Context: an optimization exercise on an open-source flow, tuned for small area. The choices shown serve that exercise and are no tape-out recipe.
RTL that was checked went through simulation tests only; none was proved equivalent to the original.
No functional check of the RTL was part of runs 1 and 6.
Power figures rest on the tool's default switching activity, not on a simulated workload.

### design/flow/flow/area.abc
strash
dch
amap
### design/flow/design.v
module ALU_ADD (
    input [15:0] a,
    input [15:0] b,
    input ci,
    output [15:0] s,
    output co,
    output eq
);
wire [17:0] t = {1'b0, a, 1'b1} + {1'b0, b, ci};
assign s = t[16:1];
assign co = t[17];
assign eq = &(a ^ b);
endmodule
module ADDR_ADD (
    input [15:0] a,
    input [5:0] imm,
    output [15:0] s
);
assign s = a + {{10{imm[5]}}, imm};
endmodule
module PC_INC (
    input [15:1] pc,
    input [5:0] imm,
    input taken,
    output [15:1] n
);
wire [5:0] x = taken ? imm : 6'd0;
wire sgn = taken & imm[5];
wire [6:0] lo = {1'b0, pc[6:1]} + {1'b0, x} + 7'd1;
wire inc = lo[6] & ~sgn;
wire dec = ~lo[6] & sgn;
wire [9:0] ci, bi;
assign ci[0] = inc;
assign bi[0] = dec;
genvar g;
generate for (g = 0; g < 9; g = g + 1) begin : hi
    assign n[g+7] = pc[g+7] ^ ci[g] ^ bi[g];
    assign ci[g+1] = ci[g] & pc[g+7];
    assign bi[g+1] = bi[g] & ~pc[g+7];
end endgenerate
assign n[6:1] = lo[5:0];
endmodule
module ALU_SHIFT (
    input [15:0] a,
    input [3:0] n,
    input right,
    output [15:0] y           
);
wire [15:0] arev;
genvar g;
generate for (g = 0; g < 16; g = g + 1) begin : rev
    assign arev[g] = a[15-g];
end endgenerate
wire [15:0] x = right ? arev : a;
assign y = x << n;
endmodule
module ALU_RESULT (
    input [15:0] a,
    input [15:0] b,
    input [15:0] sum,
    input [15:0] sh,
    input [15:0] ld,
    input gt,
    input s_sum, s_not, s_shl, s_shr, s_and, s_or, s_gt, s_ld,
    output [15:0] y
);
wire [15:0] shrev;
genvar g;
generate for (g = 0; g < 16; g = g + 1) begin : rev
    assign shrev[g] = sh[15-g];
end endgenerate
assign y = ({16{s_sum}} & sum)
         | ({16{s_not}} & ~a)
         | ({16{s_shl}} & sh)
         | ({16{s_shr}} & shrev)
         | ({16{s_and}} & (a & b))
         | ({16{s_or}} & (a | b))
         | ({16{s_ld}} & ld)
         | {15'd0, s_gt & gt};
endmodule
module REG_FILE_MODULE (
    input clk,
    input [7:0] wel,          
    input [7:0] weh,          
    input [15:0] wd,
    output [127:0] q          
);
reg [15:0] r0, r1, r2, r3, r4, r5, r6, r7;
always @(posedge clk) begin
    if (wel[0]) r0[7:0] <= wd[7:0];
    if (weh[0]) r0[15:8] <= wd[15:8];
    if (wel[1]) r1[7:0] <= wd[7:0];
    if (weh[1]) r1[15:8] <= wd[15:8];
    if (wel[2]) r2[7:0] <= wd[7:0];
    if (weh[2]) r2[15:8] <= wd[15:8];
    if (wel[3]) r3[7:0] <= wd[7:0];
    if (weh[3]) r3[15:8] <= wd[15:8];
    if (wel[4]) r4[7:0] <= wd[7:0];
    if (weh[4]) r4[15:8] <= wd[15:8];
    if (wel[5]) r5[7:0] <= wd[7:0];
    if (weh[5]) r5[15:8] <= wd[15:8];
    if (wel[6]) r6[7:0] <= wd[7:0];
    if (weh[6]) r6[15:8] <= wd[15:8];
    if (wel[7]) r7[7:0] <= wd[7:0];
    if (weh[7]) r7[15:8] <= wd[15:8];
end
assign q = {r7, r6, r5, r4, r3, r2, r1, r0};
endmodule
module RD_PORT (
    input [63:0] q,           
    input [7:0] sel,
    output [7:0] d
);
genvar g;
generate for (g = 0; g < 8; g = g + 1) begin : rbit
    wire n0, n1, n2;
    AOI222 x0 (.a1(sel[0]), .a2(q[0*8+g]), .b1(sel[1]), .b2(q[1*8+g]), .c1(sel[2]), .c2(q[2*8+g]), .y(n0));
    AOI222 x1 (.a1(sel[3]), .a2(q[3*8+g]), .b1(sel[4]), .b2(q[4*8+g]), .c1(sel[5]), .c2(q[5*8+g]), .y(n1));
    AOI22  x2 (.a1(sel[6]), .a2(q[6*8+g]), .b1(sel[7]), .b2(q[7*8+g]), .y(n2));
    NAND3  x3 (.a(n0), .b(n1), .c(n2), .y(d[g]));
end endgenerate
endmodule
module AOI222 (input a1, a2, b1, b2, c1, c2, output y);
assign y = ~((a1 & a2) | (b1 & b2) | (c1 & c2));
endmodule
module AOI22 (input a1, a2, b1, b2, output y);
assign y = ~((a1 & a2) | (b1 & b2));
endmodule
module NAND3 (input a, b, c, output y);
assign y = ~(a & b & c);
endmodule
module DEC3 (
    input [2:0] a,
    input [2:0] an,           
    output [7:0] y
);
genvar k;
generate for (k = 0; k < 8; k = k + 1) begin : d
    AND3 g (.a(k & 1 ? a[0] : an[0]), .b(k & 2 ? a[1] : an[1]), .c(k & 4 ? a[2] : an[2]), .y(y[k]));
end endgenerate
endmodule
module AND3 (input a, b, c, output y);
assign y = a & b & c;
endmodule
module DEC3E (
    input [2:0] a,
    input [2:0] an,           
    input en,
    input rst,
    output [7:0] y
);
genvar k;
generate for (k = 0; k < 8; k = k + 1) begin : d
    A41O g (.a1(k & 1 ? a[0] : an[0]), .a2(k & 2 ? a[1] : an[1]), .a3(k & 4 ? a[2] : an[2]), .a4(en), .b1(rst), .y(y[k]));
end endgenerate
endmodule
module A41O (input a1, a2, a3, a4, b1, output y);
assign y = (a1 & a2 & a3 & a4) | b1;
endmodule
module top_module (
    input clk,
    input rst,
    output [15:0] imem_addr,
    input  [15:0] imem_data,
    output dmem_we,
    output dmem_re,
    output [15:0] dmem_addr,
    output [15:0] dmem_wdata,
    input  [15:0] dmem_rdata
);
    wire [15:0] ins = imem_data;
    wire [3:0] op = ins[15:12];
    wire [2:0] rs = ins[11:9];
    wire [2:0] rt = ins[8:6];
    wire [2:0] rd = ins[5:3];
    reg [15:1] pc;
    assign imem_addr = {pc, 1'b0};
    wire is_lw  = (op == 4'b0000);
    wire is_sw  = (op == 4'b0001);
    wire is_sub = (op == 4'b0011);
    wire is_not = (op == 4'b0100);
    wire is_shl = (op == 4'b0101);
    wire is_shr = (op == 4'b0110);
    wire is_and = (op == 4'b0111);
    wire is_or  = (op == 4'b1000);
    wire is_gt  = (op == 4'b1001);
    wire is_beq = (op == 4'b1011);
    wire is_bne = (op == 4'b1100);
    wire is_j   = (op == 4'b1101);
    wire is_mem = is_lw | is_sw;
    wire is_add = (op == 4'b0010) | (op == 4'b1010) | (op == 4'b1110) | (op == 4'b1111);
    wire wen = ~(is_sw | is_beq | is_bne | is_j);
    wire [127:0] q;
    wire [15:0] a, b, wd;
    wire [2:0] wa = is_lw ? rt : rd;
    wire [7:0] wsell, wselh, ra1l, ra1h, ra2l, ra2h;
    DEC3E dwl (.a(wa), .an(~wa), .en(wen), .rst(rst), .y(wsell));
    DEC3E dwh (.a(wa), .an(~wa), .en(wen), .rst(rst), .y(wselh));
    DEC3 d1l (.a(rs), .an(~rs), .y(ra1l));
    DEC3 d1h (.a(rs), .an(~rs), .y(ra1h));
    DEC3 d2l (.a(rt), .an(~rt), .y(ra2l));
    DEC3 d2h (.a(rt), .an(~rt), .y(ra2h));
    REG_FILE_MODULE gpr (.clk(clk), .wel(wsell), .weh(wselh), .wd(wd), .q(q));
    wire [63:0] ql, qh;
    genvar g;
    generate for (g = 0; g < 8; g = g + 1) begin : split
        assign ql[g*8 +: 8] = q[g*16 +: 8];
        assign qh[g*8 +: 8] = q[g*16 + 8 +: 8];
    end endgenerate
    RD_PORT rp1l (.q(ql), .sel(ra1l), .d(a[7:0]));
    RD_PORT rp1h (.q(qh), .sel(ra1h), .d(a[15:8]));
    RD_PORT rp2l (.q(ql), .sel(ra2l), .d(b[7:0]));
    RD_PORT rp2h (.q(qh), .sel(ra2h), .d(b[15:8]));
    wire sub = ~is_add;
    wire [15:0] sum;
    wire co, eq;
    ALU_ADD add (.a(a), .b(b ^ {16{sub}}), .ci(sub), .s(sum), .co(co), .eq(eq));
    wire [15:0] maddr;
    ADDR_ADD aadd (.a(a), .imm(ins[5:0]), .s(maddr));
    wire gt = co & ~eq;            
    wire [15:0] sh;
    ALU_SHIFT shf (.a(a), .n(b[3:0]), .right(is_shr), .y(sh));
    wire big = |b[15:4];
    wire nr = ~rst;
    ALU_RESULT resm (
        .a(a), .b(b), .sum(sum), .sh(sh), .ld(dmem_rdata), .gt(gt),
        .s_sum(nr & (is_add | is_sub)), .s_not(nr & is_not),
        .s_shl(nr & is_shl & ~big), .s_shr(nr & is_shr & ~big),
        .s_and(nr & is_and), .s_or(nr & is_or), .s_gt(nr & is_gt), .s_ld(nr & is_lw),
        .y(wd)
    );
    assign dmem_we = is_sw;
    assign dmem_re = is_lw;
    assign dmem_addr = maddr;
    assign dmem_wdata = b;
    wire taken = (is_beq & eq) | (is_bne & ~eq);
    wire [15:1] pcn;
    PC_INC pci (.pc(pc), .imm(ins[5:0]), .taken(taken), .n(pcn));
    always @(posedge clk) begin
        if (rst) pc <= 15'd0;
        else if (is_j) pc <= {pcn[15:13], ins[11:0]};
        else pc <= pcn;
    end
endmodule
### design/flow/flow/amap2.abc
strash
ifraig
scorr
dc2
dch -f
amap
### design/flow/flow/synth_area.tcl
# synth_recipe.tcl with the final abc call replaced: each module listed in
# ABC_MODULE_SCRIPTS (module:script pairs) is mapped with its own script,
# then everything left with AREA_ABC_SCRIPT.
proc synth {args} { yosys synth -nofsm -noshare {*}$args }
proc abc_with_script {script argv sel} {
  set i [lsearch -exact $argv -script]
  if { $i >= 0 } { lset argv [expr { $i + 1 }] $script }
  yosys abc {*}$argv {*}$sel
}
proc abc {args} {
  if { [info exists ::env(ABC_MODULE_SCRIPTS)] } {
    foreach pair $::env(ABC_MODULE_SCRIPTS) {
      lassign [split $pair :] m s
      abc_with_script $s $args [list $m]
    }
  }
  abc_with_script $::env(AREA_ABC_SCRIPT) $args {}
}
source $::env(SCRIPTS_DIR)/synth.tcl
# left out here: clear keep_hierarchy, flatten, clean up, hide names made inside functions, write 1_2_yosys.v
### design/flow/flow/nfa.abc
&get -n
&st
&dch
&nf -a -R 1000
&put
### design/flow/flow/run.sh
#!/bin/bash
# The standard layout (standard.sh) with these changes:
#  - synthesis (flow/synth_area.tcl): no full-adder extraction or Kogge-Stone
#    adders, and the final ABC mapping is for area: flow/area.abc, or the
#    script ABC_MODULE_SCRIPTS names for a module. Every step before ABC, and
#    so every register and its cell type, is the standard synthesis's;
#  - every port still gets a buffer, but a sky130_fd_sc_hd__buf_1.
#  - clock tree synthesis without dummy loads (CTS_ARGS below).
#  - timing repair by resizing and pin swaps only (SETUP_MOVE_SEQUENCE).
# Output of the make run: flow_make.log (ORFS's own logs under orfs/logs).
set -euo pipefail
HERE=$(pwd)
sed "s#SYNTH_SCRIPT=[^ ]*#SYNTH_SCRIPT=$HERE/flow/synth_area.tcl ADDER_MAP_FILE= SYNTH_OPERATIONS_ARGS=-noshare#" standard.sh > standard_area.sh
export AREA_ABC_SCRIPT=$HERE/flow/area.abc
export ABC_MODULE_SCRIPTS="ALU_RESULT:$HERE/flow/nfa.abc RD_PORT:$HERE/flow/amap2.abc"
export BUFFER_PORTS_ARGS="-buffer_cell sky130_fd_sc_hd__buf_1"
export CTS_ARGS="-sink_clustering_enable -repair_clock_nets -dont_use_dummy_load -buf_list sky130_fd_sc_hd__clkbuf_8"
export SETUP_MOVE_SEQUENCE="unbuffer,sizeup,swap"
bash standard_area.sh "$@" > flow_make.log 2>&1
### design/flow/config.mk
export PLATFORM = sky130hd
export DESIGN_NAME = top_module
export DESIGN_NICKNAME = top_module
export VERILOG_FILES = /design/flow/design.v
export SDC_FILE = /design/flow/constraint.sdc
export NUM_CORES = 4
export LEC_CHECK = 0
export CAP_MARGIN = 20
export CORE_MARGIN = 2
export CORE_UTILIZATION = 40
export GPL_TIMING_DRIVEN = 0
export PLACE_DENSITY = 0.6
export SLEW_MARGIN = 20
export SYNTH_HIERARCHICAL = 1
### design/flow/constraint.sdc
create_clock -name core_clock -period 6.5 [get_ports {clk}]
set_input_delay 1.3000 -clock core_clock [delete_from_list [all_inputs] [get_ports {clk}]]
set_output_delay 1.3000 -clock core_clock [all_outputs]
set_load 0.01 [all_outputs]
### design/flow/standard.sh
#!/bin/bash
# synth_recipe.tcl (not shown) runs the flow's synth.tcl, then flattens the netlist and writes it again
# the make line also repeats each setting of config.mk as NAME=value (left out here)
make -C /OpenROAD-flow-scripts/flow DESIGN_CONFIG=/design/flow/config.mk WORK_HOME=/design/flow/orfs CLKGATE_MAP_FILE= SYNTH_SCRIPT=/design/flow/synth_recipe.tcl "${@:-finish}"
==> results of run 1 <==
[cell usage in the layout (no fill, tap or decap), drive strengths merged, types with 2 or more instances in the layout]
| master | synthesis | layout |
|---|---|---|
| a21oi | 55 | 55 |
| inv | 0 | 15 |
| a222oi | 80 | 80 |
| nor4 | 4 | 4 |
| or3 | 2 | 2 |
| o31ai | 3 | 3 |
| o22a | 17 | 17 |
| nand3 | 49 | 49 |
| o21ai | 95 | 95 |
| edfxtp | 128 | 128 |
| o22ai | 32 | 32 |
| nor2b | 5 | 5 |
| clkbuf | 0 | 17 |
| nor2 | 91 | 91 |
| nand4 | 17 | 17 |
| nand2 | 78 | 78 |
| o221a | 2 | 2 |
| o21a | 7 | 7 |
| nor3 | 11 | 11 |
| o311ai | 2 | 2 |
| o32ai | 4 | 4 |
| a22oi | 56 | 56 |
| clkinv | 71 | 56 |
| and3 | 32 | 32 |
| a31oi | 5 | 5 |
| dfxtp | 15 | 15 |
| or2 | 6 | 6 |
| a211oi | 6 | 6 |
| a41o | 16 | 16 |
| buf | 1 | 93 |
| and2 | 5 | 5 |
[power groups by stage]
stage | clock network [mW] | logic (mW) | registers [mW]
after detailed placement | 0 | 0.877 | 1.23
after floorplan | 0 | 0.596 | 1.22
after CTS | 0.520 | 0.906 | 1.21
final | 0.509 | 0.976 | 1.22
after global placement | 0 | 0.867 | 1.23
after global routing | 0.561 | 1.07 | 1.23
[worst register-to-register path: cells and delay by family (launching register included)]
family,cells,cell delay (ps)
AO/OA/AOI/OAI,10,1860
flip-flops,1,400
buffers and inverters,4,300
AND/OR/NAND/NOR,20,2830
[worst max path at each step]
stage,startpoint,endpoint,slack (ps),cells past startpoint
after global routing,imem_data[12],pc[15],-150,38
final,imem_data[8],pc[15],170,38
after detailed placement,imem_data[6],pc[15],-1820,37
after global placement,imem_data[6],pc[15],-1830,35
after floorplan,imem_data[12],pc[15],-50,34
after CTS,imem_data[7],pc[15],1,38
[what timing repair did]
item                                    CTS  global route
pin swaps                                27            75
resized for setup                        76           129
endpoints found under the setup margin   98            44
[cell families (layout without fill, tap and decap cells)]
| group | count (synthesis) | count (layout) | share of synthesized area |
|---|---|---|---|
| flip-flops | 143 | 143 | 0.482 |
| other | 1 | 1 | 0.000436 |
| buffers and inverters | 72 | 181 | 0.0318 |
| AND/OR/NAND/NOR | 302 | 302 | 0.162 |
| AO/OA/AOI/OAI | 389 | 389 | 0.324 |
[layer usage]
metal	part of all wire	routed length, um	up-vias
met5	0	0	-
li1	-	-	4005
met3	0.085	2450	57
met1	0.43	12400	3913
met4	0.031	878	0
met2	0.45	12900	426
[registers in the layout, summed over array words and instances (netlist names)]
signal  count
gpr.r0     16
gpr.r2     16
gpr.r5     16
gpr.r6     16
pc         15
gpr.r7     16
gpr.r3     16
gpr.r4     16
gpr.r1     16
[final cells by class]
type	instances	share of cell area
multi-input combinational	692	0.461
sequential	143	0.403
timing repair buffer	92	0.0479
tap	275	0.0335
inverter	71	0.0307
clock buffer	17	0.0228
buffer	1	0.000731
[stage by stage]
step | utilization | power, mW | hold slack, ps
global route | 0.487 | 2.86 | 742
floorplan | - | 1.81 | 657
CTS | 0.469 | 2.64 | 645
finish | 0.487 | 2.70 | 699
global placement | 0.440 | 2.09 | 633
detailed placement | 0.446 | 2.11 | 636
[Yosys stat by module, one instance, submodules excluded, a selection]
module	flops+latches	copies in the design	cells	cell area (um^2)
top_module	15	1	126	837
AND3	0	32	1	6.26
ADDR_ADD	0	1	91	439
PC_INC	0	1	87	392
ALU_RESULT	0	1	97	607
AOI222	0	64	1	10.0
A41O	0	16	1	10.0
ALU_SHIFT	0	1	94	578
==> summary.txt, run 1 <==
* Result of the run: finished clean
* TritonCTS buffer count at 17
* Top cell by count, worst path: nand2_2
* Ys Warns at 8
* Vias/cell at 6.51
* Die Area at between 20000 and 25000 um^2
* Met1 Track Usage GR at 0.351
* Routed vias at ~8400
* Register area at between 4000 and 5000 um^2
* Yosys reg bits at 143
* GRT met2 Usage at 0.396
* Worst slew pin tran at 804 ps
* Top_reg_cell synth: edfxtp_1
* Post-Syn Area per Cell at around 9.5 um^2
* Sw frac at 0.373
* Reg2Reg Setup Slack at ~1100 ps
* Hold Violations, Final at 0
* Worst Setup End Kind: flip-flop
* Reg2Reg Capture Point: pc[15]
* CP max FO at 10
* Synth area leaders: edfxtp_1, a222oi_1, o21ai_0, a22oi_1, nor2_1
* Switching pwr at slightly above 1 mW
* Multi-input gate area at roughly 4700 um^2
* Initial Util at 0.408
* GRT Util Overall at 0.252
* Post-synth top cells: edfxtp_1, o21ai_0, nor2_1, a222oi_1, nand2_1
* Netlist Area Pre-Place at between 8000 and 9000 um^2
* Cell accounting for the most synthesized area: edfxtp_1
* IO Port Bufs at 82
* Most used routing layer in global routing: met2
* Placed cell count at between 1000 and 1500
* Sequential-to-total area share from yosys stat at 0.482
* # rows at 53
* CP arrival at ~6700 ps
* Initial antenna violation count at 0
* Setup ws final at ~170 ps
* Crit start category: primary input
* R2R depth at 34
* Core Footprint at 21100 um^2
* DP HPWL at 21400 um
* Setup-failing EPs final at 0
* Worst hold path class: flip-flop to flip-flop
* Clock Pin Slew Worst Setup and Hold Paths at 90 ps
* CTS tree: done
* Clock Skew at 38.1 ps
* Die Wd at around 150 um
* Final ANT Viol Nets at 0
* Syn nets at 941
* P_int at 1.69 mW
* Req. time, crit path at 6850 ps
* CP Buf/Inv Count at 6
* Area after DPL at between 9000 and 10000 um^2
* 1st-pass router iterations at 8
* Worst path max stage delay at 460 ps
* Hold path start: pc[7]
* Crit-path leading delay family: simple AND/OR/NAND/NOR gates
* Postcts setup bufs at 0
* DRT Wirelength at 28700 um
* Cell Pwr Density at ~260 nW/um^2
* Overflow left after global routing at 0
* DRC violations left at 0
* Clock Sinks at around 140
* Fillers at approximately 2000
* IO Pins at 84
* Max_slew headroom at 0.463
* Max Cap Viol at 0
* Number of hold buffers added after cts at 0
* LEAKAGE at 3.52 nW
* Clock power frac at 0.188
* CP Class: primary input to flip-flop
* Layout cell share with drive strength beyond 1 at 0.157
* DR iter-0 viols at roughly 1300
* Vias in the first global route at slightly below 8000
* Asr flop ratio synth at 0
* Min cycle time layout at around 6300 ps
* Placer Congestion at ~0.90
* Layout area overhead at 19.4%
* Yosys cell types at around 40
* Dpl ws at -1820 ps
* Post-Syn Instances at between 900 and 1000
* Sum Neg Setup Slack at 0 ps
* Fmax at roughly 160 MHz
* Routed wire length per instance at 22.2 um
* WHS Path Cells at 3
* Post-synth EDFFs at roughly 130
* Post-synth top area share at 0.447
* Comb power frac at 0.361
* DIE HEIGHT at ~150 um
* First-pass GRT wire length at about 43000 um
* Most frequent cell after synthesis: edfxtp_1
* Longest Clk Path Bufs at 2
* Crit share post-route at 0.973
* Fin area at 10300 um^2
* Hold Path End: pc[7]
* Met3 Use GR at 0.0406
* Final Max Tran Viols at 0
* Peak VDD IR at between 100 and 150 uV
* Crit-path slowest cell: a222oi_1
* Largest net degree at the start of global routing at 26
* Antenna cells at 0
* FF-to-FF Start: gpr.r0[2]
* Post-Layout Cell Count at approximately 1300
* Fin nets at 1052
* Worst-Skew Late Latency at approximately 440 ps
* CTS root buffer: clkbuf_8
* RSZ-0062 raised after global routing: yes
* Sequential share of power at 0.450
* CTS H-tree depth at 4
==> run 2, diff against run 1 <==
--- a/design/flow/design.v
+++ b/design/flow/design.v
@@ -19,39 +19,46 @@
 assign s = a + {{10{imm[5]}}, imm};
 endmodule
-module PC_INC (
-    input [15:1] pc,
-    input [5:0] imm,
-    input taken,
-    output [15:1] n
-);
-wire [5:0] x = taken ? imm : 6'd0;
-wire sgn = taken & imm[5];
-wire [6:0] lo = {1'b0, pc[6:1]} + {1'b0, x} + 7'd1;
-wire inc = lo[6] & ~sgn;
-wire dec = ~lo[6] & sgn;
-wire [9:0] ci, bi;
-assign ci[0] = inc;
-assign bi[0] = dec;
-genvar g;
-generate for (g = 0; g < 9; g = g + 1) begin : hi
-    assign n[g+7] = pc[g+7] ^ ci[g] ^ bi[g];
-    assign ci[g+1] = ci[g] & pc[g+7];
-    assign bi[g+1] = bi[g] & ~pc[g+7];
-end endgenerate
-assign n[6:1] = lo[5:0];
-endmodule
 module ALU_SHIFT (
     input [15:0] a,
     input [3:0] n,
     input right,
-    output [15:0] y           
-);
-wire [15:0] arev;
+    output [15:0] yn          
+);
+wire rn = ~right;
+wire [3:0] nn = ~n;
+wire [15:0] xn, y1, y2n, y3;
 genvar g;
-generate for (g = 0; g < 16; g = g + 1) begin : rev
-    assign arev[g] = a[15-g];
-end endgenerate
-wire [15:0] x = right ? arev : a;
-assign y = x << n;
+generate for (g = 0; g < 16; g = g + 1) begin : st
+    MUXI m0 (.s(right), .sn(rn), .d0(a[g]), .d1(a[15-g]), .yn(xn[g]));
+    if (g >= 1) begin : s1
+        MUXI m1 (.s(n[0]), .sn(nn[0]), .d0(xn[g]), .d1(xn[g-1]), .yn(y1[g]));
+    end else begin : z1
+        NOR2 z (.a(n[0]), .b(xn[g]), .y(y1[g]));
+    end
+    if (g >= 2) begin : s2
+        MUXI m2 (.s(n[1]), .sn(nn[1]), .d0(y1[g]), .d1(y1[g-2]), .yn(y2n[g]));
+    end else begin : z2
+        NAND2 z (.a(nn[1]), .b(y1[g]), .y(y2n[g]));
+    end
+    if (g >= 4) begin : s4
+        MUXI m4 (.s(n[2]), .sn(nn[2]), .d0(y2n[g]), .d1(y2n[g-4]), .yn(y3[g]));
+    end else begin : z4
+        NOR2 z (.a(n[2]), .b(y2n[g]), .y(y3[g]));
+    end
+    if (g >= 8) begin : s8
+        MUXI m8 (.s(n[3]), .sn(nn[3]), .d0(y3[g]), .d1(y3[g-8]), .yn(yn[g]));
+    end else begin : z8
+        NAND2 z (.a(nn[3]), .b(y3[g]), .y(yn[g]));
+    end
+end endgenerate
+endmodule
+module MUXI (input s, sn, d0, d1, output yn);
+assign yn = ~((s | d0) & (sn | d1));
+endmodule
+module NOR2 (input a, b, output y);
+assign y = ~(a | b);
+endmodule
+module NAND2 (input a, b, output y);
+assign y = ~(a & b);
 endmodule
 module ALU_RESULT (
@@ -59,5 +66,5 @@
     input [15:0] b,
     input [15:0] sum,
-    input [15:0] sh,
+    input [15:0] shn,         
     input [15:0] ld,
     input gt,
@@ -65,4 +72,5 @@
     output [15:0] y
 );
+wire [15:0] sh = ~shn;
 wire [15:0] shrev;
 genvar g;
@@ -174,4 +182,5 @@
     wire [2:0] rt = ins[8:6];
     wire [2:0] rd = ins[5:3];
+    wire [15:0] sx = {{10{ins[5]}}, ins[5:0]};
     reg [15:1] pc;
     assign imem_addr = {pc, 1'b0};
@@ -219,10 +228,10 @@
     ADDR_ADD aadd (.a(a), .imm(ins[5:0]), .s(maddr));
     wire gt = co & ~eq;            
-    wire [15:0] sh;
-    ALU_SHIFT shf (.a(a), .n(b[3:0]), .right(is_shr), .y(sh));
+    wire [15:0] shn;
+    ALU_SHIFT shf (.a(a), .n(b[3:0]), .right(is_shr), .yn(shn));
     wire big = |b[15:4];
     wire nr = ~rst;
     ALU_RESULT resm (
-        .a(a), .b(b), .sum(sum), .sh(sh), .ld(dmem_rdata), .gt(gt),
+        .a(a), .b(b), .sum(sum), .shn(shn), .ld(dmem_rdata), .gt(gt),
         .s_sum(nr & (is_add | is_sub)), .s_not(nr & is_not),
         .s_shl(nr & is_shl & ~big), .s_shr(nr & is_shr & ~big),
@@ -235,6 +244,6 @@
     assign dmem_wdata = b;
     wire taken = (is_beq & eq) | (is_bne & ~eq);
-    wire [15:1] pcn;
-    PC_INC pci (.pc(pc), .imm(ins[5:0]), .taken(taken), .n(pcn));
+    wire [16:0] pct = {1'b0, pc, 1'b1} + {1'b0, taken ? sx[14:0] : 15'd0, 1'b1};
+    wire [15:1] pcn = pct[15:1];
     always @(posedge clk) begin
         if (rst) pc <= 15'd0;
--- a/design/flow/flow/run.sh
+++ b/design/flow/flow/run.sh
@@ -13,5 +13,5 @@
 sed "s#SYNTH_SCRIPT=[^ ]*#SYNTH_SCRIPT=$HERE/flow/synth_area.tcl ADDER_MAP_FILE= SYNTH_OPERATIONS_ARGS=-noshare#" standard.sh > standard_area.sh
 export AREA_ABC_SCRIPT=$HERE/flow/area.abc
-export ABC_MODULE_SCRIPTS="ALU_RESULT:$HERE/flow/nfa.abc RD_PORT:$HERE/flow/amap2.abc"
+export ABC_MODULE_SCRIPTS="ALU_RESULT:$HERE/flow/nfa2.abc"
 export BUFFER_PORTS_ARGS="-buffer_cell sky130_fd_sc_hd__buf_1"
 export CTS_ARGS="-sink_clustering_enable -repair_clock_nets -dont_use_dummy_load -buf_list sky130_fd_sc_hd__clkbuf_8"
==> design/flow/flow/nfa2.abc (new file) <==
&get -n
&st
&synch2
&nf -a -R 1000
&put
--- a/design/flow/config.mk
+++ b/design/flow/config.mk
@@ -8,5 +8,5 @@
 export CAP_MARGIN = 20
 export CORE_MARGIN = 2
-export CORE_UTILIZATION = 40
+export CORE_UTILIZATION = 47
 export GPL_TIMING_DRIVEN = 0
 export PLACE_DENSITY = 0.6
removed: design/flow/flow/amap2.abc
removed: design/flow/flow/nfa.abc
==> summary.txt, run 2 <==
* Hold path start: pc[13]
* Yosys reg bits at approximately 140
* Core Footprint at between 15000 and 20000 um^2
* FF-to-FF Start: gpr.r0[1]
* Die Area at between 15000 and 20000 um^2
* Clock Skew at 33.7 ps
* Fmax at about 160 MHz
* Routed vias at just over 8000
* Layout area overhead at 16.6%
* Asr flop ratio synth at 0
* Multi-input gate area at 4700 um^2
* Post-synth top area share at 0.448
* Die Wd at about 140 um
* Initial antenna violation count at 0
* Overflow left after global routing at 0
* IO Port Bufs at between 80 and 90
* DIE HEIGHT at 139 um
* Initial Util at 0.478
* TritonCTS buffer count at 17
* Worst hold path class: flip-flop to flip-flop
* Worst-Skew Late Latency at approximately 450 ps
* Longest Clk Path Bufs at 2
* LEAKAGE at 3.41 nW
* Most frequent cell after synthesis: edfxtp_1
* Antenna cells at 0
* P_int at around 1.7 mW
* Post-Syn Instances at roughly 910
* Switching pwr at roughly 1 mW
* CP Class: primary input to flip-flop
* Req. time, crit path at about 6500 ps
* Sequential-to-total area share from yosys stat at 0.483
* CTS H-tree depth at 4
* Yosys cell types at 36
* Final ANT Viol Nets at 0
* Layout cell share with drive strength beyond 1 at 0.127
* Most common cell after layout, fill and taps aside: edfxtp_1
* Clock power frac at 0.195
* Sw frac at 0.369
* Post-synth EDFFs at ~130
* Vias in the first global route at about 7400
* Worst path cell trace: buf_6, clkinvlp_4, and3_4, a222oi_1, nand3_4, a21oi_4, nand2_1, o21ai_4, clkinv_1, a31oi_4, o2111ai_4, clkinv_1, nor2_1, a311oi_2, o221a_1, o221ai_2, nand2_1, o21ai_0, nor2b_1, a222oi_1, o2111a_1, o211ai_1
* Setup-failing EPs final at 0
* Placer Congestion at 0.943
* DRC violations left at 0
* Clock Sinks at 143
* CP startpoint: imem_data[8]
* Clock Pin Slew Worst Setup and Hold Paths at 90 ps
* Crit-path slowest cell: a222oi_1
* DRT Wirelength at ~27000 um
* Most frequent cells in the layout: edfxtp_1, nand2_1, o21ai_0
* Result of the run: finished clean
* Register area at approximately 4100 um^2
* Syn nets at around 950
* Vias/cell at between 6 and 7
* Sequential share of power at 0.456
* First-pass GRT wire length at just over 40000 um
* Synth area leaders: edfxtp_1, a222oi_1, o21ai_0, o22ai_1, nand2_1
* Crit share post-route at 0.964
* Cell Pwr Density at about 260 nW/um^2
* Max_slew headroom at 0.179
* Peak VDD IR at roughly 150 uV
* IO Pins at 84
* CP max FO at 20
* Max Cap Viol at 0
* Worst Setup End Kind: flip-flop
* Crit start category: primary input
* Min cycle time layout at around 6300 ps
* Netlist Area Pre-Place at between 8000 and 9000 um^2
* Number of hold buffers added after cts at 0
* Worst path max stage delay at slightly above 600 ps
* # rows at between 40 and 50
* Sum Neg Setup Slack at 0 ps
* 1st-pass router iterations at 9
* Comb power frac at 0.349
* Routed wire length per instance at 22.0 um
* DP HPWL at approximately 20000 um
* Post-Syn Area per Cell at around 9.4 um^2
* Post-synth top cells: edfxtp_1, o21ai_0, nand2_1, a222oi_1
* Cell accounting for the most synthesized area: edfxtp_1
* CTS tree: done
* Hold Violations, Final at 0
* Total power at 2.63 mW
* Worst slew pin tran at 1230 ps
* DR iter-0 viols at about 1200
* CP arrival at about 6300 ps
* Ys Warns at 8
* CTS root buffer: clkbuf_8
* Final Max Tran Viols at 0
* Top_reg_cell synth: edfxtp_1
* Fin nets at approximately 1000
* Fillers at 1686
* Largest net degree at the start of global routing at 35
* GRT Util Overall at 0.276
## run 2: cell types whose count changed after synthesis, sizes merged, moves of 9 or more
cell	change
o22ai	+42
a22oi	-23
nand2	+17
nor2	-17
o22a	-17
a31oi	+16
nand4	-15
o21ai	+11
o221a	+9
## run 2: modules after synthesis (local to each module, per instance), a selection
module	cells	flip-flops and latches	cell area, um^2	times used
ADDR_ADD	91	0	439	1
ALU_ADD	108	0	508	1
ALU_RESULT	116	0	639	1
ALU_SHIFT	5	0	18.8	1
AND3	1	0	6.26	32
AOI22	1	0	7.51	32
AOI222	1	0	10.0	64
NAND2	1	0	3.75	10
REG_FILE_MODULE	128	128	3840	1
## run 2: per-stage QoR
step	std cells	instance area [um^2]	setup slack, ps	util	hold WS [ps]
2_1_floorplan	911	8590	61.0	-	558
3_3_place_gp	1222	9180	-2230	0.511	541
3_5_place_dp	1225	9230	-2270	0.514	554
4_1_cts	1242	9650	-30.5	0.537	566
5_1_grt	1242	10000	-29.0	0.557	618
6_report	1242	10000	233	0.557	569
## run 2: logic make-up after synthesis
family | Yosys count | synth area share
AO/OA/AOI/OAI | 414 | 0.337
flip-flops | 143 | 0.483
buffers and inverters | 70 | 0.0310
AND/OR/NAND/NOR | 283 | 0.149
other | 1 | 0.000437
## run 2: final timing paths
| path | end | slack [ps] | depth (start not counted) |
|---|---|---|---|
| hold / removal | pc[14] | 570 | 2 |
| hold reg to reg | pc[14] | 570 | 2 |
| setup / recovery | gpr.r4[0] | 230 | 22 |
| setup reg to reg | gpr.r4[0] | 1280 | 19 |
## run 2: what timing repair did
action                     4_1_cts  5_1_grt
pin swaps                       10       60
gates resized for setup         53      116
setup endpoints to repair       77       37
setup buffers                    0        0
cloned                           0        0
## run 2: power groups by stage
stage	Combinational (mW)	Clock (mW)	Sequential, mW
2_1_floorplan	0.574	0	1.20
3_3_place_gp	0.809	0	1.21
3_5_place_dp	0.814	0	1.21
4_1_cts	0.838	0.524	1.20
5_1_grt	1.01	0.559	1.21
6_report	0.919	0.513	1.20
## run 2: critical path: cells and delay by family
family	cells	cell delay, ps
AND/OR/NAND/NOR	6	1070
AO/OA/AOI/OAI	12	3320
buffers and inverters	4	580
## run 2: layout make-up
type / instances / share of cell area
multi-input combinational: 698 / 0.470
sequential: 143 / 0.414
timing repair buffer: 85 / 0.0360
tap: 229 / 0.0286
inverter: 69 / 0.0275
clock buffer: 17 / 0.0234
buffer: 1 / 0.000750
## run 2: routing by layer
metal	vias up	wire [um]	share of wire	global-route usage
li1	4020	-	-	-
met1	3895	12400	0.45	0.407
met2	365	12400	0.45	0.421
met3	26	2020	0.074	0.0442
met4	0	502	0.018	0.0851
met5	-	0	0	0
==> run 3, diff against run 2 <==
--- a/design/flow/config.mk
+++ b/design/flow/config.mk
@@ -8,5 +8,5 @@
 export CAP_MARGIN = 20
 export CORE_MARGIN = 2
-export CORE_UTILIZATION = 47
+export CORE_UTILIZATION = 40
 export GPL_TIMING_DRIVEN = 0
 export PLACE_DENSITY = 0.6
==> summary.txt, run 3 <==
* Result of the run: finished clean
* Worst path cell trace: buf_4, inv_4, and3_4, a222oi_1, nand3_4, a21oi_4, nand2_1, o21ai_4, o21ai_2, a31oi_4, o2111ai_2, clkinv_1, nor2_1, a311oi_2, o221a_1, o221ai_1, nand2_1, o21ai_0, nor2b_1, a222oi_1, o2111a_2, o211ai_1
* Worst Setup End Kind: flip-flop
* Reg2Reg Capture Point: gpr.r3[0]
* Crit start category: primary input
* CP Class: primary input to flip-flop
* DRT Wirelength at between 20000 and 30000 um
* First-pass GRT wire length at 41600 um
* CTS root buffer: clkbuf_8
* Sequential-to-total area share from yosys stat at 0.483
* Req. time, crit path at 6580 ps
* Crit-path slowest cell: a222oi_1
* Post-synth top area share at 0.448
* Layout area overhead at 15.7%
* Fin nets at 1050
* Antenna cells at 0
* Fin area at between 9000 and 10000 um^2
* Cell accounting for the most synthesized area: edfxtp_1
* Max Cap Viol at 0
* Top_reg_cell synth: edfxtp_1
* CTS tree: done
* Fmax at around 160 MHz
* Initial Util at 0.409
* GRT Util Overall at 0.243
* Yosys cell types at 36
* CTS H-tree depth at 4
* DR iter-0 viols at 1124
* Worst slew pin tran at about 1100 ps
* Syn nets at approximately 950
* Fillers at 1974
* Synth area leaders: edfxtp_1, a222oi_1, o21ai_0, o22ai_1, nand2_1
* IO Port Bufs at between 80 and 90
* Cell Pwr Density at around 260 nW/um^2
* Most common cell after layout, fill and taps aside: edfxtp_1
* TritonCTS buffer count at 17
* Clock Pin Slew Worst Setup and Hold Paths at around 80 ps
* Post-synth top cells: edfxtp_1, o21ai_0, nand2_1, a222oi_1
* Hold Path End: pc[14]
* DIE HEIGHT at around 150 um
* Placer Congestion at 0.880
* Asr flop ratio synth at 0
* Number of hold buffers added after cts at 0
* Post-Syn Area per Cell at ~9.4 um^2
* WHS Path Cells at 2
* LEAKAGE at 3.37 nW
* # rows at 53
* Final Max Tran Viols at 0
* Longest Clk Path Bufs at 2
* Vias/cell at between 6 and 7
* CP max FO at 22
* Yosys reg bits at roughly 140
* Core Footprint at roughly 21000 um^2
* Worst hold path class: flip-flop to flip-flop
* Ys Warns at 8
* Final ANT Viol Nets at 0
* Clock Sinks at approximately 140
* DRC violations left at 0
* Post-synth EDFFs at approximately 130
* Overflow left after global routing at 0
* CP arrival at between 6000 and 7000 ps
* Routed vias at around 8400
* Post-Syn Instances at about 910
* Vias in the first global route at 7518
* Max_slew headroom at 0.250
* Layout cell share with drive strength beyond 1 at 0.107
* Peak VDD IR at 117 uV
* Largest net degree at the start of global routing at 35
* 1st-pass router iterations at 7
* Crit share post-route at 0.974
* Worst-Skew Late Latency at between 400 and 500 ps
* Die Area at between 20000 and 25000 um^2
* Routed wire length per instance at between 20 and 25 um
* Setup-failing EPs final at 0
* Reg2Reg Setup Slack at about 1200 ps
* Area after DPL at ~9300 um^2
* Most frequent cell after synthesis: edfxtp_1
* Clock Skew at about 45 ps
* Hold path start: pc[13]
* CP Buf/Inv Count at 3
* Min cycle time layout at roughly 6300 ps
* IO Pins at 84
* Netlist Area Pre-Place at ~8600 um^2
* Final core occ at 0.473
* Die Wd at between 150 and 200 um
* FF-to-FF Start: gpr.r0[2]
* Initial antenna violation count at 1
* Postcts setup bufs at 0
* Crit-path leading delay family: compound AO/OA/AOI/OAI gates
* Hold Violations, Final at 0
* Worst path max stage delay at a little under 600 ps
* DP HPWL at approximately 21000 um
* Most frequent cells in the layout: edfxtp_1, nand2_1, o21ai_0
* R2R depth at 19
-- run 3: cell counts after synthesis --
No cell type changed its count.
-- run 3: worst min-delay path: stages (launching register included) --
cell,delay [ps]
dfxtp_1,330
nand2_1,110
a311oi_1,90
-- run 3: area by class of cell --
cell class,count,area [um^2],share of cell area
plain buffers,1,7.51,0.000756
clock buffers,17,234,0.0236
inverters,69,277,0.0278
multi-input cells,698,4570,0.460
flip-flops and latches,143,4140,0.417
well taps,275,344,0.0346
repair buffers,86,360,0.0363
-- run 3: how the worst max path moves through the flow --
stage | start | end | slack (ps) | depth (start not counted)
floorplan | imem_data[6] | pc[15] | 60 | 25
global placement | imem_data[6] | pc[15] | -2210 | 26
detailed placement | imem_data[6] | pc[15] | -2240 | 26
CTS | imem_data[6] | pc[15] | -30 | 28
global route | imem_data[6] | pc[15] | -20 | 26
finish | imem_data[6] | gpr.r3[0] | 170 | 22
-- run 3: through the flow --
step / power (mW) / hold slack [ps] / TNS, ps / cells / setup WS, ps
final: 2.61 / 579 / 0 / 1289 / 169
after global routing: 2.76 / 609 / -18.7 / 1289 / -18.7
after CTS: 2.58 / 579 / -27.1 / 1289 / -27.1
after detailed placement: 2.03 / 558 / -113770 / 1272 / -2240
after global placement: 2.02 / 554 / -109840 / 1268 / -2210
after floorplan: 1.78 / 558 / 0 / 911 / 61.0
-- run 3: cell families after synthesis --
family,synth area share
AOI/OAI and AO/OA,0.337
and+or+nand+nor,0.149
DFF,0.483
buffers and inverters,0.0310
other,0.000437
-- run 3: report_power, final --
| part | internal [mW] | switching [mW] | leakage, nW |
|---|---|---|---|
| logic | 0.275 | 0.617 | 1.79 |
| clock network | 0.230 | 0.287 | 0.122 |
| registers | 1.14 | 0.0562 | 1.46 |
| total | 1.65 | 0.961 | 3.37 |
-- run 3: layer usage --
layer,up-vias,GRT usage,part of all wire
met5,-,0,0
met4,0,0.112,0.035
met3,42,0.0424,0.076
met2,352,0.384,0.45
met1,3962,0.325,0.44
li1,4024,-,-
-- run 3: timing repair --
action / in CTS / in global routing
pin swaps: 17 / 46
gates resized for setup: 64 / 70
gates cloned: 0 / 0
setup endpoints to repair: 87 / 19
-- run 3: modules after synthesis, one instance, submodules excluded, a selection --
| module | cells inside | cell area, um^2 | flops+latches | times used |
|---|---|---|---|---|
| A41O | 1 | 10.0 | 0 | 16 |
| ADDR_ADD | 91 | 439 | 0 | 1 |
| ALU_ADD | 108 | 508 | 0 | 1 |
| ALU_SHIFT | 5 | 18.8 | 0 | 1 |
| AOI22 | 1 | 7.51 | 0 | 32 |
| MUXI | 1 | 6.26 | 0 | 65 |
| NAND2 | 1 | 3.75 | 0 | 10 |
| NAND3 | 1 | 5.00 | 0 | 32 |
| REG_FILE_MODULE | 128 | 3840 | 128 | 1 |
| top_module | 207 | 1270 | 15 | 1 |
==> run 4, diff against run 3 <==
--- a/design/flow/config.mk
+++ b/design/flow/config.mk
@@ -6,9 +6,9 @@
 export NUM_CORES = 4
 export LEC_CHECK = 0
-export CAP_MARGIN = 20
+export CAP_MARGIN = 10
 export CORE_MARGIN = 2
 export CORE_UTILIZATION = 40
 export GPL_TIMING_DRIVEN = 0
 export PLACE_DENSITY = 0.6
-export SLEW_MARGIN = 20
+export SLEW_MARGIN = 10
 export SYNTH_HIERARCHICAL = 1
==> summary.txt, run 4 <==
* Placer Congestion at 0.880
* Reg2Reg Setup Slack at ~1200 ps
* DIE HEIGHT at 151 um
* IO Port Bufs at 82
* Final core occ at 0.473
* Vias/cell at 6.58
* CTS root buffer: clkbuf_8
* CTS tree: done
* Postcts setup bufs at 0
* Vias in the first global route at 7451
* Most frequent cell after synthesis: edfxtp_1
* DRC violations left at 0
* Fin nets at 1049
* Max Cap Viol at 0
* Die Area at roughly 23000 um^2
* Antenna cells at 0
* Post-synth top cells: edfxtp_1, o21ai_0, nand2_1, a222oi_1
* Req. time, crit path at ~6600 ps
* Result of the run: finished clean
* Post-synth top area share at 0.448
* Clock Skew at about 43 ps
* Crit share post-route at 0.972
* Most frequent cells in the layout: edfxtp_1, nand2_1, o21ai_0
* Most common cell after layout, fill and taps aside: edfxtp_1
* Clock Pin Slew Worst Setup and Hold Paths at around 80 ps
* Number of hold buffers added after cts at 0
* Cell Pwr Density at ~260 nW/um^2
* Post-Syn Area per Cell at roughly 9.4 um^2
* Worst-Skew Late Latency at around 460 ps
* Netlist Area Pre-Place at 8590 um^2
* GRT Util Overall at 0.242
* Post-synth EDFFs at between 100 and 150
* Routed wire length per instance at between 20 and 25 um
* Setup-failing EPs final at 0
* Core Footprint at approximately 21000 um^2
* DP HPWL at 20800 um
* Cell accounting for the most synthesized area: edfxtp_1
* Longest Clk Path Bufs at 2
* Total power at about 2.6 mW
* Worst hold path class: flip-flop to flip-flop
* Sequential-to-total area share from yosys stat at 0.483
* CTS H-tree depth at 4
* LEAKAGE at around 3.4 nW
* CP Class: primary input to flip-flop
* Initial antenna violation count at 1
* First-pass GRT wire length at roughly 41000 um
* IO Pins at 84
* Final ANT Viol Nets at 0
* TritonCTS buffer count at 17
* Worst slew pin tran at between 1000 and 1500 ps
* CP arrival at 6400 ps
* Worst Setup End Kind: flip-flop
* R2R depth at 19
* Hold Violations, Final at 0
* Ys Warns at 8
* Syn nets at around 950
* Crit start category: primary input
* CP max FO at 22
* Min cycle time layout at 6320 ps
* DR iter-0 viols at 1003
* Top_reg_cell synth: edfxtp_1
* Max_slew headroom at 0.172
* Post-Syn Instances at 911
* Clock Sinks at between 100 and 150
* WHS Path Cells at 2
* 1st-pass router iterations at 9
* Fmax at approximately 160 MHz
* Routed vias at around 8500
* Overflow left after global routing at 0
* Initial Util at 0.409
* Largest net degree at the start of global routing at 35
* # rows at 53
* Peak VDD IR at 112 uV
* Yosys cell types at 36
* Die Wd at approximately 150 um
* Asr flop ratio synth at 0
* Yosys reg bits at 143
* Synth area leaders: edfxtp_1, a222oi_1, o21ai_0, o22ai_1, nand2_1
* Final Max Tran Viols at 0
* Layout cell share with drive strength beyond 1 at 0.108
* Layout area overhead at 15.7%
* DRT Wirelength at around 28000 um
[run 4: metrics by stage]
step           cells  setup TNS (ps)  hold WS [ps]  instance area (um^2)  setup slack (ps)
2_1_floorplan    911               0           558                  8590              61.0
3_3_place_gp    1268         -109840           554                  9240             -2210
3_5_place_dp    1271         -116020           575                  9290             -2240
4_1_cts         1288               0           596                  9720              5.15
5_1_grt         1288           -31.8           613                  9940             -11.8
6_report        1288               0           592                  9940               180
[run 4: layout make-up]
class	instances	area, um^2
Fill cell	2028	11100
Multi-Input combinational cell	698	4580
Sequential cell	143	4140
Timing Repair Buffer	85	355
Tap cell	275	344
Inverter	69	277
Clock buffer	17	234
Buffer	1	7.51
[run 4: worst paths after layout]
check                from        end
max          imem_data[6]  gpr.r5[0]
min                pc[13]     pc[14]
max reg2reg     gpr.r0[3]  gpr.r5[0]
min reg2reg        pc[13]     pc[14]
[run 4: worst max-delay path: stages]
cell       delay [ps]
buf_4             200
inv_4              90
and3_4            230
a222oi_1          590
nand3_4           390
nor2_4            240
a21oi_4            60
o21ai_4           250
o21ai_2           130
a31oi_4           280
o2111ai_4         170
clkinv_1          110
nor2_1             60
a311oi_2          350
o221a_1           320
o221ai_1          160
nand2_1           110
o21ai_0           140
nor2b_1           170
a222oi_1          420
o2111a_2          340
o211ai_1          280
[run 4: layer usage]
layer	vias to the layer above	share of wire	routed length, um	GRT usage
met3	44	0.076	2130	0.0442
met2	368	0.46	12800	0.381
met4	0	0.033	923	0.105
li1	4017	-	-	-
met5	-	0	0	0
met1	4042	0.43	12100	0.327
[run 4: what timing repair did]
item,CTS,global route
setup endpoints to repair,95,27
pin swaps,19,41
resized for setup,63,72
[run 4: logic make-up (layout without fill, tap and decap cells)]
group	Yosys count	in the layout	share of synthesized area
AND/OR/NAND/NOR	283	283	0.149
other	1	1	0.000437
flip-flops	143	143	0.483
AO/OA/AOI/OAI	414	414	0.337
buffers and inverters	70	172	0.0310
[run 4: where the power goes]
group,internal (mW),switching [mW]
clock network,0.230,0.283
logic,0.277,0.622
registers,1.14,0.0554
total,1.65,0.961
[run 4: per-module statistics from Yosys (local to each module, per instance), a selection]
module,flip-flops and latches,area (um^2)
AOI222,0,10.0
ALU_RESULT,0,639
ALU_SHIFT,0,18.8
NAND2,0,3.75
A41O,0,10.0
ALU_ADD,0,508
NAND3,0,5.00
ADDR_ADD,0,439
REG_FILE_MODULE,128,3840
AOI22,0,7.51
MUXI,0,6.26
top_module,15,1270
AND3,0,6.26
NOR2,0,3.75
==> run 5, diff against run 4 <==
--- a/design/flow/flow/run.sh
+++ b/design/flow/flow/run.sh
@@ -13,5 +13,5 @@
 sed "s#SYNTH_SCRIPT=[^ ]*#SYNTH_SCRIPT=$HERE/flow/synth_area.tcl ADDER_MAP_FILE= SYNTH_OPERATIONS_ARGS=-noshare#" standard.sh > standard_area.sh
 export AREA_ABC_SCRIPT=$HERE/flow/area.abc
-export ABC_MODULE_SCRIPTS="ALU_RESULT:$HERE/flow/nfa2.abc"
+export ABC_MODULE_SCRIPTS="ALU_RESULT:$HERE/flow/nfa2.abc ADDR_ADD:$HERE/flow/amap2.abc top_module:$HERE/flow/amap2.abc"
 export BUFFER_PORTS_ARGS="-buffer_cell sky130_fd_sc_hd__buf_1"
 export CTS_ARGS="-sink_clustering_enable -repair_clock_nets -dont_use_dummy_load -buf_list sky130_fd_sc_hd__clkbuf_8"
==> design/flow/flow/amap2.abc (new file) <==
strash
ifraig
scorr
dc2
dch -f
amap
--- a/design/flow/config.mk
+++ b/design/flow/config.mk
@@ -6,9 +6,9 @@
 export NUM_CORES = 4
 export LEC_CHECK = 0
-export CAP_MARGIN = 10
+export CAP_MARGIN = 20
 export CORE_MARGIN = 2
 export CORE_UTILIZATION = 40
 export GPL_TIMING_DRIVEN = 0
 export PLACE_DENSITY = 0.6
-export SLEW_MARGIN = 10
+export SLEW_MARGIN = 20
 export SYNTH_HIERARCHICAL = 1
==> summary.txt, run 5 <==
* Result of the run: failed layout checks
* Violated checks: setup timing
* Sequential-to-total area share from yosys stat at 0.485
* DIE HEIGHT at ~150 um
* Clock Pin Slew Worst Setup and Hold Paths at about 90 ps
* Post-Syn Instances at approximately 910
* Layout cell share with drive strength beyond 1 at 0.0980
* CP Class: primary input to output port
* Most frequent cell after synthesis: edfxtp_1
* Syn nets at ~940
* DRT Wirelength at 27900 um
* Post-Layout Cell Count at between 1000 and 1500
* Placer Congestion at 0.944
* Hold Violations, Final at 0
* Netlist Area Pre-Place at 8540 um^2
* Layout area overhead at 15.5%
* Worst Setup End Kind: output port
* Final core occ at 0.471
* Core Footprint at 21000 um^2
* DP HPWL at ~21000 um
* Cell accounting for the most synthesized area: edfxtp_1
* Placed cell count at ~1300
* Yosys cell types at 32
* Overflow left after global routing at 0
* Max_slew headroom at 0.244
* Fin nets at 1046
* Most common cell after layout, fill and taps aside: edfxtp_1
* FF-to-FF Start: gpr.r0[14]
* Fillers at between 2000 and 2500
* Initial antenna violation count at 0
* Fmax at roughly 140 MHz
* Worst hold path class: flip-flop to flip-flop
* GRT Util Overall at 0.246
* Routed vias at about 8300
* Vias/cell at approximately 6.5
* Die Wd at 150 um
* Longest Clk Path Bufs at 2
* Postcts setup bufs at 0
* Clock Skew at about 40 ps
* Largest net degree at the start of global routing at 34
* 1st-pass router iterations at 6
* # rows at 53
* LEAKAGE at 3.35 nW
* IO Port Bufs at just over 80
* Reg2Reg Setup Slack at around 700 ps
* Post-Syn Area per Cell at ~9.4 um^2
* Worst-Skew Late Latency at roughly 440 ps
* Routed wire length per instance at 21.7 um
* Dpl ws at -2230 ps
* Worst path max stage delay at roughly 560 ps
* Worst slew pin tran at about 1100 ps
* Antenna cells at 0
* Hold Path End: pc[15]
* Most frequent cells in the layout: edfxtp_1, nand2_1, o21ai_0
* DR iter-0 viols at ~1300
* Final ANT Viol Nets at 0
* R2R depth at 33
* Crit-path slowest cell: a222oi_1
* Register area at 4140 um^2
* CP arrival at about 5800 ps
* IO Pins at 84
* WHS Path Cells at 2
* DRC violations left at 0
* Req. time, crit path at about 5200 ps
* Top cell by count, worst path: nand2_1
* Min cycle time layout at slightly above 7000 ps
* Vias in the first global route at around 7500
* Initial Util at 0.408
* Hold path start: pc[15]
* Number of hold buffers added after cts at 0
* Total power at between 2 and 3 mW
* Crit share post-route at 1.09
* Synth area leaders: edfxtp_1, a222oi_1, o21ai_0, o22ai_1, nand2_1
* CTS root buffer: clkbuf_8
* Setup ws final at -595 ps
* Clock Sinks at 143
* TritonCTS buffer count at 17
* Cell Pwr Density at 266 nW/um^2
* Post-synth top area share at 0.450
* Max Cap Viol at 0
* CP max FO at 9
* Post-synth top cells: edfxtp_1, o21ai_0, nand2_1, clkinv_1, a222oi_1
* Post-synth EDFFs at approximately 130
* Crit start category: primary input
* Asr flop ratio synth at 0
* CTS H-tree depth at 4
* First-pass GRT wire length at approximately 42000 um
* Multi-input gate area at about 4400 um^2
* Top_reg_cell synth: edfxtp_1
* Setup-failing EPs final at 14
* Reg2Reg Capture Point: pc[15]
* Die Area at 22500 um^2
* Yosys reg bits at between 100 and 150
* Ys Warns at 8
* RSZ-0062 raised after global routing: yes
* Final Max Tran Viols at 0
* CTS tree: done
* Peak VDD IR at approximately 120 uV
run 5: power breakdown:
| part | internal [mW] | switching [mW] | total, mW |
|---|---|---|---|
| sequential | 1.15 | 0.0583 | 1.21 |
| clock | 0.230 | 0.278 | 0.508 |
| combinational | 0.284 | 0.620 | 0.904 |
| total | 1.67 | 0.956 | 2.62 |
run 5: worst max-delay path, delay by kind of cell:
family	cells	cell delay [ps]
buffers and inverters	5	570
AO/OA/AOI/OAI	13	2330
AND/OR/NAND/NOR	11	1560
run 5: stage by stage:
stage / setup TNS (ps) / hold slack, ps / area, um^2
finish: -1890 / 462 / 9860
global route: -7370 / 514 / 9860
CTS: -3700 / 464 / 9750
detailed placement: -81800 / 449 / 9250
global placement: -77750 / 445 / 9210
floorplan: 0 / 475 / 8550
run 5: area by class of cell:
class	count	area share
repair buffers	85	0.0411
flip-flops and latches	143	0.420
well taps	275	0.0349
plain buffers	1	0.000761
clock buffers	17	0.0237
inverters	81	0.0371
multi-input cells	683	0.442
run 5: layer usage:
layer,part of all wire,GRT usage,routed length (um)
met2,0.46,0.403,12900
met3,0.074,0.0330,2060
met5,0,0,0
met1,0.45,0.342,12500
met4,0.018,0.0693,490
run 5: kinds of logic (layout without fill, tap and decap cells):
group / after synthesis / after routing / share of synthesized area
AOI/OAI and AO/OA: 420 / 420 / 0.341
buffers and inverters: 82 / 184 / 0.0365
DFF: 143 / 143 / 0.485
other: 1 / 1 / 0.000439
and+or+nand+nor: 262 / 262 / 0.137
run 5: timing repair:
action,in CTS,in global routing
setup endpoints to repair,69,44
endpoints found under the hold margin,0,0
gates resized for setup,86,47
pin swaps,28,42
run 5: per-module statistics from Yosys (local to each module, per instance), a selection:
module           times used  cells inside
A41O                     16             1
ALU_RESULT                1           116
ALU_SHIFT                 1             5
AND3                     32             1
MUXI                     65             1
REG_FILE_MODULE           1           128
run 5: how the worst max path moves through the flow:
stage                     cells after the start  slack (ps)          start             to
after floorplan                              27          10   imem_data[9]  dmem_addr[15]
after global placement                       36       -2080   imem_data[6]         pc[15]
after detailed placement                     37       -2230   imem_data[9]         pc[15]
after CTS                                    29        -600  imem_data[10]  dmem_addr[15]
after global routing                         29        -880  imem_data[10]  dmem_addr[15]
final                                        29        -590  imem_data[10]  dmem_addr[15]
==> run 6, diff against run 5 <==
--- a/design/flow/design.v
+++ b/design/flow/design.v
@@ -153,16 +153,8 @@
 module DEC3E (
     input [2:0] a,
-    input [2:0] an,           
     input en,
-    input rst,
     output [7:0] y
 );
-genvar k;
-generate for (k = 0; k < 8; k = k + 1) begin : d
-    A41O g (.a1(k & 1 ? a[0] : an[0]), .a2(k & 2 ? a[1] : an[1]), .a3(k & 4 ? a[2] : an[2]), .a4(en), .b1(rst), .y(y[k]));
-end endgenerate
-endmodule
-module A41O (input a1, a2, a3, a4, b1, output y);
-assign y = (a1 & a2 & a3 & a4) | b1;
+assign y = {8{en}} & (8'd1 << a);
 endmodule
 module top_module (
@@ -204,11 +196,11 @@
     wire [2:0] wa = is_lw ? rt : rd;
     wire [7:0] wsell, wselh, ra1l, ra1h, ra2l, ra2h;
-    DEC3E dwl (.a(wa), .an(~wa), .en(wen), .rst(rst), .y(wsell));
-    DEC3E dwh (.a(wa), .an(~wa), .en(wen), .rst(rst), .y(wselh));
+    DEC3E dwl (.a(wa), .en(wen), .y(wsell));
+    DEC3E dwh (.a(wa), .en(wen), .y(wselh));
     DEC3 d1l (.a(rs), .an(~rs), .y(ra1l));
     DEC3 d1h (.a(rs), .an(~rs), .y(ra1h));
     DEC3 d2l (.a(rt), .an(~rt), .y(ra2l));
     DEC3 d2h (.a(rt), .an(~rt), .y(ra2h));
-    REG_FILE_MODULE gpr (.clk(clk), .wel(wsell), .weh(wselh), .wd(wd), .q(q));
+    REG_FILE_MODULE gpr (.clk(clk), .wel(wsell | {8{rst}}), .weh(wselh | {8{rst}}), .wd(wd), .q(q));
     wire [63:0] ql, qh;
     genvar g;
--- a/design/flow/flow/run.sh
+++ b/design/flow/flow/run.sh
@@ -13,5 +13,5 @@
 sed "s#SYNTH_SCRIPT=[^ ]*#SYNTH_SCRIPT=$HERE/flow/synth_area.tcl ADDER_MAP_FILE= SYNTH_OPERATIONS_ARGS=-noshare#" standard.sh > standard_area.sh
 export AREA_ABC_SCRIPT=$HERE/flow/area.abc
-export ABC_MODULE_SCRIPTS="ALU_RESULT:$HERE/flow/nfa2.abc ADDR_ADD:$HERE/flow/amap2.abc top_module:$HERE/flow/amap2.abc"
+export ABC_MODULE_SCRIPTS="ALU_RESULT:$HERE/flow/nfa2.abc"
 export BUFFER_PORTS_ARGS="-buffer_cell sky130_fd_sc_hd__buf_1"
 export CTS_ARGS="-sink_clustering_enable -repair_clock_nets -dont_use_dummy_load -buf_list sky130_fd_sc_hd__clkbuf_8"
removed: design/flow/flow/amap2.abc
==> summary.txt, run 6 <==
* Layout area overhead at 16.6%
* Fin nets at 1091
* CTS root buffer: clkbuf_8
* DR iter-0 viols at between 1000 and 1500
* Worst path max stage delay at between 600 and 700 ps
* Cell Pwr Density at roughly 260 nW/um^2
* Crit-path slowest cell: a222oi_1
* Core Footprint at ~21000 um^2
* Longest Clk Path Bufs at 2
* Synth area leaders: edfxtp_1, a222oi_1, o21ai_0, o22ai_1, nand2_1
* RSZ-0062 raised after global routing: yes
* Worst-Skew Late Latency at ~450 ps
* CP max FO at 10
* Clock Skew at roughly 32 ps
* Max_slew headroom at 0.275
* Post-Syn Area per Cell at about 9.1 um^2
* IO Port Bufs at 82
* Netlist Area Pre-Place at 8650 um^2
* Asr flop ratio synth at 0
* DIE HEIGHT at 151 um
* Most frequent cells in the layout: edfxtp_1, nand2_1, nor2_1
* Layout cell share with drive strength beyond 1 at 0.107
* Final core occ at 0.478
* DP HPWL at ~21000 um
* Post-Layout Cell Count at ~1300
* Routed vias at between 8000 and 9000
* Syn nets at about 990
* Final ANT Viol Nets at 0
* # rows at 53
* Worst path cell trace: buf_8, inv_4, and3_2, a222oi_1, nand3_2, nand2_4, o21ai_4, o21ai_4, a31oi_4, inv_2, a31oi_4, or4_1, o2111a_2, o311ai_4, nand2_2, o21ai_2, nand2_1, o21ai_1, buf_2
* Most frequent cell after synthesis: edfxtp_1
* Post-Syn Instances at between 900 and 1000
* First-pass GRT wire length at between 40000 and 50000 um
* GRT Util Overall at 0.247
* Ys Warns at 8
* LEAKAGE at 3.39 nW
* Req. time, crit path at roughly 5200 ps
* CTS H-tree depth at 4
* DRT Wirelength at 28700 um
* Antenna cells at 0
* Result of the run: finished clean
* Vias in the first global route at 7501
* Die Area at 22800 um^2
* Max Cap Viol at 0
* Largest net degree at the start of global routing at 38
* Initial Util at 0.410
* Final Max Tran Viols at 0
* DRC violations left at 0
* Placer Congestion at 0.931
* Post-synth top area share at 0.445
* Yosys reg bits at 143
* Peak VDD IR at 98.8 uV
* Yosys cell types at 35
* CTS tree: done
* Worst Setup End Kind: output port
* Total power at ~2.6 mW
* Postcts setup bufs at 0
* Min cycle time layout at 6400 ps
* Initial antenna violation count at 0
* Die Wd at ~150 um
* 1st-pass router iterations at 9
* Crit start category: primary input
* Clock Sinks at 143
* CP arrival at 5100 ps
* Post-synth EDFFs at roughly 130
* IO Pins at 84
* Worst slew pin tran at ~1100 ps
* Number of hold buffers added after cts at 0
* Fmax at roughly 160 MHz
* Routed wire length per instance at between 20 and 25 um
* Placed cell count at 1313
* Setup-failing EPs final at 0
* Sequential-to-total area share from yosys stat at 0.479
* Top_reg_cell synth: edfxtp_1
* Post-synth top cells: edfxtp_1, o21ai_0, nand2_1, nor2_1, a222oi_1
* Most common cell after layout, fill and taps aside: edfxtp_1
* Overflow left after global routing at 0
* Worst hold path class: flip-flop to flip-flop
* Clock Pin Slew Worst Setup and Hold Paths at ~90 ps
* Cell accounting for the most synthesized area: edfxtp_1
* TritonCTS buffer count at 17
* CP Class: primary input to output port
* Crit share post-route at 0.984
* Hold Violations, Final at 0
* Vias/cell at 6.45
[run 6: cell types whose count changed after synthesis, moves of 5 or more]
cell	previous run	this run
a21oi_1	34	49
a22oi_1	39	44
a41o_1	16	0
clkinv_1	81	70
nand2_1	110	105
nor2_1	47	103
o21a_1	18	8
o21ai_0	116	107
or2_0	5	23
[run 6: final timing paths]
check | from | endpoint | slack, ps | depth (start not counted)
max | imem_data[9] | dmem_addr[15] | 100 | 19
min | pc[13] | pc[14] | 570 | 2
min reg2reg | pc[13] | pc[14] | 570 | 2
max reg2reg | gpr.r0[2] | gpr.r7[0] | 1220 | 19
[run 6: per-layer routing]
layer	GRT usage	wire length (um)	vias up	part of all wire
li1	-	-	4083	-
met1	0.343	12500	4068	0.44
met2	0.388	13200	392	0.46
met3	0.0539	2440	36	0.085
met4	0.0748	509	0	0.018
met5	0	0	-	0
[run 6: report_power, final]
part / leakage [nW] / switching (mW) / total [mW] / internal (mW)
Combinational: 1.81 / 0.635 / 0.916 / 0.281
Clock: 0.122 / 0.279 / 0.509 / 0.230
Sequential: 1.46 / 0.0538 / 1.20 / 1.14
[run 6: Yosys stat by module (local to each module, per instance), a selection]
module | flops+latches | times used
REG_FILE_MODULE | 128 | 1
ALU_RESULT | 0 | 1
ALU_ADD | 0 | 1
ADDR_ADD | 0 | 1
AOI22 | 0 | 32
AND3 | 0 | 32
NAND3 | 0 | 32
[run 6: layout make-up]
class / count / area [um^2]
Sequential cell: 143 / 4140
Timing Repair Buffer: 85 / 390
Tap cell: 275 / 344
Inverter: 70 / 285
Buffer: 1 / 7.51
Multi-Input combinational cell: 739 / 4670
Clock buffer: 17 / 234
Fill cell: 2026 / 11000
[run 6: kinds of logic after synthesis]
group                  synth area share
other                          0.000434
DFF                               0.479
buffers and inverters            0.0313
and+or+nand+nor                   0.179
AOI/OAI and AO/OA                 0.310
[run 6: worst max-delay path, delay by kind of cell]
kind	cells	cell delay [ps]
compound gates	9	1820
buf+inv	4	420
simple gates	6	1520
[run 6: timing repair]
| action | 4_1_cts | 5_1_grt |
|---|---|---|
| setup endpoints to repair | 101 | 37 |
| resized for setup | 60 | 90 |
| pin swaps | 14 | 45 |
| hold endpoints to repair | 0 | 0 |
[run 6: stage by stage]
stage / setup slack [ps] / hold WS [ps] / TNS [ps] / area (um^2)
finish: 104 / 569 / 0 / 10100
global route: -40.1 / 625 / -236 / 10100
CTS: 15.1 / 573 / 0 / 9770
detailed placement: -2320 / 561 / -124990 / 9350
global placement: -2390 / 538 / -122810 / 9300
floorplan: 265 / 558 / 0 / 8650

[re-timing with driven ports]
The results above use ideal ports. As a check the final layouts listed here were re-extracted and re-timed, cells and wires unchanged.
Step 1, drivers: a clkbuf_16 drives clk and a buf_2 each remaining input, both assumed.
Step 2 times the ports against the registers' clock, not the clock port: input delays grow and output delays shrink by t, the midpoint of the rising clock arrivals with the driver on.
Slacks: no drivers / after step 1 / after step 2; pairs: no drivers / after step 1.
run | shift t [ns] | slack for setup (ns) | hold slack, ns | clock arrival spread, ns
run 1 | 0.464 | 0.174 / 0.133 / -0.331 | 0.699 / 0.699 / 0.699 | 0.038 / 0.038
run 2 | 0.476 | 0.233 / 0.239 / -0.237 | 0.569 / 0.569 / 0.569 | 0.033 / 0.034
run 3 | 0.479 | 0.169 / 0.179 / -0.300 | 0.579 / 0.579 / 0.579 | 0.045 / 0.045
run 4 | 0.473 | 0.180 / 0.175 / -0.290 | 0.592 / 0.592 / 0.592 | 0.042 / 0.043
run 5 | 0.461 | -0.595 / -0.655 / -0.749 | 0.462 / 0.462 / 0.462 | 0.039 / 0.039
run 6 | 0.481 | 0.104 / 0.054 / -0.232 | 0.569 / 0.569 / 0.569 | 0.031 / 0.032
With both steps, setup timing fails in 5 of these runs, where it was met with ideal ports. For run 1, which loses most, drivers alone change the setup slack by -0.041 ns; drivers and shift together by -0.505 ns.
